Background: an optimization exercise with open tools, aiming at small area, a short achievable clock period and few clock cycles. Do not read the settings as production practice. At most, simulation tests tie the RTL to the original design; equivalence was not proved. No activity file was given, so power comes from the tool's default toggle rates.

## nickel
==> flow/design.v <==
`timescale 1ns / 1ps
module EditDistance(
output wire [31:0] addr_rom_0,
input  wire [1:0]  data_o_0,
output wire [31:0] addr_rom_1,
input  wire [1:0]  data_o_1,
input  wire clk,
input  wire rst,
output reg         result_en,
output wire [31:0] result_addr,
output wire [31:0] result
);
localparam P    = 16;         
localparam N    = 1640;       
localparam W    = N - P + 1;  
localparam NB   = 2;          
localparam CW   = P / NB;     
reg        ph;
reg [10:0] cnt;
reg        done;
reg [10:0] raddr;
reg        ld1, ld2;          
always @(posedge clk) begin
    if (rst) begin
        ph    <= 1'b0;
        cnt   <= 11'd0;
        done  <= 1'b0;
        result_en <= 1'b0;
        raddr <= 11'd0;
    end else begin
        if (!ph && cnt[3:0] == 4'd15) begin
            ph  <= 1'b1;
            cnt <= 11'd0;
        end else begin
            cnt <= cnt + 11'd1;
        end
        if (ph && cnt == (11'd19 + NB) && !done)
            result_en <= 1'b1;
        if (result_en) begin
            raddr <= raddr + 11'd1;
            if (raddr == W - 1) begin
                result_en <= 1'b0;
                done <= 1'b1;
            end
        end
    end
end
always @(posedge clk) begin
    ld1 <= !ph;
    ld2 <= ld1;
end
assign addr_rom_0  = {21'd0, cnt};
assign addr_rom_1  = {28'd0, cnt[3:0]};
assign result_addr = {21'd0, raddr};
reg [1:0] pat [0:P-1];
always @(posedge clk) begin : pat_shift
    integer j;
    if (ld2) begin
        pat[P-1] <= data_o_1;
        for (j = 0; j < P-1; j = j + 1) pat[j] <= pat[j+1];
    end
end
wire [1:0] tsel [0:NB-1];
assign tsel[0] = data_o_0;
genvar g;
for (g = 1; g < NB; g = g + 1) begin : tdel
    reg [1:0] q;
    if (g == 1) begin : d1
        always @(posedge clk) q <= data_o_0;
    end else begin : dn
        always @(posedge clk) q <= tdel[g-1].q;
    end
    assign tsel[g] = q;
end
reg [P-1:0] m;
always @(posedge clk) begin : match
    integer j;
    for (j = 0; j < P; j = j + 1) m[j] <= (tsel[j / CW] == pat[j]);
end
wire [P-1:0] vr [0:P];
genvar r, k, c;
for (k = 0; k < P; k = k + 1) begin : top
    assign vr[0][k] = (k % 2 == 1);           
end
for (r = 1; r <= P; r = r + 1) begin : row
    reg [P-1:0] vq;
    wire [NB:0] aout;              
    reg  [NB:0] aq;
    always @(posedge clk) aq <= aout;
    assign aout[0] = 1'b0;
    for (k = 0; k < NB; k = k + 1) begin : blk
        wire [CW:0] a;                 
        assign a[0] = (k == 0) ? ((r % 2) == 1) : aq[k];
        for (c = 0; c < CW; c = c + 1) begin : cl
            localparam J = k*CW + c;
            wire mm = m[J];
            wire v  = vr[r-1][J];
            if ((r + J) % 2 == 0) begin : ev
                assign a[c+1] = ~((mm | a[c]) & v);
                always @(posedge clk) vq[J] <= ~((~mm & v) | a[c]);
            end else begin : od
                assign a[c+1] = ~((a[c] & ~mm) | v);
                always @(posedge clk) vq[J] <= ~((mm | v) & a[c]);
            end
        end
        assign aout[k+1] = a[CW];
    end
    assign vr[r] = vq;
end
wire [P-1:0] nbr16;
for (k = 0; k < P; k = k + 1) begin : fix
    assign nbr16[k] = (k % 2 == 0) ? ~vr[P][k] : vr[P][k];
end
localparam HALF = 8;
localparam G    = P / HALF;
function [3:0] popg;
input [7:0] v;
reg [7:0] s;
reg x;
begin
    s = v;
    x = s[0] & s[1]; s[1] = s[0] | s[1]; s[0] = x;
    x = s[2] & s[3]; s[3] = s[2] | s[3]; s[2] = x;
    x = s[0] & s[2]; s[2] = s[0] | s[2]; s[0] = x;
    x = s[1] & s[3]; s[3] = s[1] | s[3]; s[1] = x;
    x = s[1] & s[2]; s[2] = s[1] | s[2]; s[1] = x;
    x = s[4] & s[5]; s[5] = s[4] | s[5]; s[4] = x;
    x = s[6] & s[7]; s[7] = s[6] | s[7]; s[6] = x;
    x = s[4] & s[6]; s[6] = s[4] | s[6]; s[4] = x;
    x = s[5] & s[7]; s[7] = s[5] | s[7]; s[5] = x;
    x = s[5] & s[6]; s[6] = s[5] | s[6]; s[5] = x;
    x = s[0] & s[4]; s[4] = s[0] | s[4]; s[0] = x;
    x = s[2] & s[6]; s[6] = s[2] | s[6]; s[2] = x;
    x = s[2] & s[4]; s[4] = s[2] | s[4]; s[2] = x;
    x = s[1] & s[5]; s[5] = s[1] | s[5]; s[1] = x;
    x = s[3] & s[7]; s[7] = s[3] | s[7]; s[3] = x;
    x = s[3] & s[5]; s[5] = s[3] | s[5]; s[3] = x;
    x = s[1] & s[2]; s[2] = s[1] | s[2]; s[1] = x;
    x = s[3] & s[4]; s[4] = s[3] | s[4]; s[3] = x;
    x = s[5] & s[6]; s[6] = s[5] | s[6]; s[5] = x;
    popg[0] = (s[7] & ~s[6]) | (s[5] & ~s[4]) | (s[3] & ~s[2]) | (s[1] & ~s[0]);
    popg[1] = (s[6] & ~s[5]) | (s[5] & ~s[4]) | (s[2] & ~s[1]) | (s[1] & ~s[0]);
    popg[2] = (s[4] & ~s[3]) | (s[3] & ~s[2]) | (s[2] & ~s[1]) | (s[1] & ~s[0]);
    popg[3] = (s[0]);
end
endfunction
wire [4-1:0] pal [0:G-1];
for (k = 0; k < G; k = k + 1) begin : grp
    localparam DL = NB - 1 - (k * HALF) / CW;    
    reg [4-1:0] pc [0:DL];
    always @(posedge clk) pc[0] <= popg(nbr16[k*HALF +: HALF]);
    for (c = 1; c <= DL; c = c + 1) begin : dly
        always @(posedge clk) pc[c] <= pc[c-1];
    end
    assign pal[k] = pc[DL];
end
reg [4:0] zeros;
always @(posedge clk) begin : tot
    integer j;
    reg [4:0] z;
    z = 5'd0;
    for (j = 0; j < G; j = j + 1) z = z + pal[j];
    zeros <= z;
end
assign result = {26'd0, zeros, 1'b0};
endmodule
export LEC_CHECK = 0
export CAP_MARGIN = 20
export CORE_MARGIN = 2
export CORE_UTILIZATION = 70
export CTS_BUF_LIST = sky130_fd_sc_hd__clkbuf_16
export CTS_CLUSTER_DIAMETER = 100
export CTS_CLUSTER_SIZE = 30
export PLACE_DENSITY = 0.8
export SETUP_SLACK_MARGIN = 2.9
export SLEW_MARGIN = 20
create_clock -name core_clock -period 5.0 [get_ports {clk}]
run.sh (not shown) runs the stock make flow with config.mk's settings and CLKGATE_MAP_FILE= SYNTH_SCRIPT=/design/flow/synth_recipe.tcl, a recipe that flattens the netlist after the stock synthesis.
Testbench counts of nickel, summed over its fixed seeds: cycles 53,248.
For ember, these inputs were changed with respect to nickel:
--- a/flow/design.v
+++ b/flow/design.v
@@ -16,13 +16,14 @@
 localparam NB   = 2;          
 localparam CW   = P / NB;     
 reg        ph;
 reg [10:0] cnt;
 reg        done;
 reg [10:0] raddr;
-reg        ld1, ld2;          
+localparam [10:0] FIRST = 11'd19 + NB;
+localparam [10:0] LAST  = W - 1;
 always @(posedge clk) begin
     if (rst) begin
         ph    <= 1'b0;
         cnt   <= 11'd0;
         done  <= 1'b0;
         result_en <= 1'b0;
@@ -31,34 +32,31 @@
         if (!ph && cnt[3:0] == 4'd15) begin
             ph  <= 1'b1;
             cnt <= 11'd0;
         end else begin
             cnt <= cnt + 11'd1;
         end
-        if (ph && cnt == (11'd19 + NB) && !done)
+        if (ph && (cnt & FIRST) == FIRST && !done)
             result_en <= 1'b1;
         if (result_en) begin
             raddr <= raddr + 11'd1;
-            if (raddr == W - 1) begin
+            if ((raddr & LAST) == LAST) begin
                 result_en <= 1'b0;
                 done <= 1'b1;
             end
         end
     end
 end
-always @(posedge clk) begin
-    ld1 <= !ph;
-    ld2 <= ld1;
-end
+wire ld = !ph || cnt[10:1] == 10'd0;
 assign addr_rom_0  = {21'd0, cnt};
 assign addr_rom_1  = {28'd0, cnt[3:0]};
 assign result_addr = {21'd0, raddr};
 reg [1:0] pat [0:P-1];
 always @(posedge clk) begin : pat_shift
     integer j;
-    if (ld2) begin
+    if (ld) begin
         pat[P-1] <= data_o_1;
         for (j = 0; j < P-1; j = j + 1) pat[j] <= pat[j+1];
     end
 end
 wire [1:0] tsel [0:NB-1];
 assign tsel[0] = data_o_0;
### Flow results
- The lower combinational power came out of nickel.
- Area used by sequential logic in the layout in ember is 54 µm² lower than in nickel
- Of the two values seen for worst setup path endpoint, grp[0].pc[0][0] was produced by nickel and result_addr[4] by ember.
- nickel and ember ended up with roughly the same fraction of synthesized cell area in xor and xnor cells.
- ember consumes more power than nickel does.
- Cmp ember vs nickel: share of power burned in combinational logic higher in ember
- Of ember and nickel, the run reporting the lower portion of the clock cycle consumed by the worst path in the final layout was nickel.
- Between ember and nickel, data arrival time at the worst-slack endpoint is lower for ember, nickel comes in above that.
- In the reports for ember and nickel, the larger number of signal-net inverters in the final layout belongs to nickel.
- Relative to nickel, relative area change from synthesis to final layout increased by 0.26 points in ember.
- Comparing ember and nickel, the higher final routed wire length divided by cell count is on nickel.
- From nickel to ember the numbers moved as follows: worst setup margin moved down; synthesized area went up 1.5%.
The RTL of ember was laid out without a check of its function.

-- port drivers added, routing unchanged --
Ports are ideal in the flow. The routed layouts listed here were re-timed in OpenROAD. Step 1 sets driving cells, clkbuf_16 on the clock port and buf_2 on the other inputs (assumed; they add their load-dependent delay and slew). Step 2 adds t to the input delays and takes it off the output delays; t is the mean of the earliest and latest rising clock arrival at the registers after step 1. Input paths then give back, and output paths get back, about the clock's delay inside the block. a / b / c = ideal / step 1 / step 2; a / b = the first two.
run	t, ns	slack for setup (ns)	clock arrival spread, ns
nickel	0.552	2.963 / 2.946 / 2.707	0.030 / 0.030
ember	0.548	2.924 / 2.876 / 2.816	0.018 / 0.019
After both steps setup and hold are still met in every run listed. The setup slack of nickel, which loses most, moves by -0.017 ns with the drivers and by -0.256 ns with both steps.
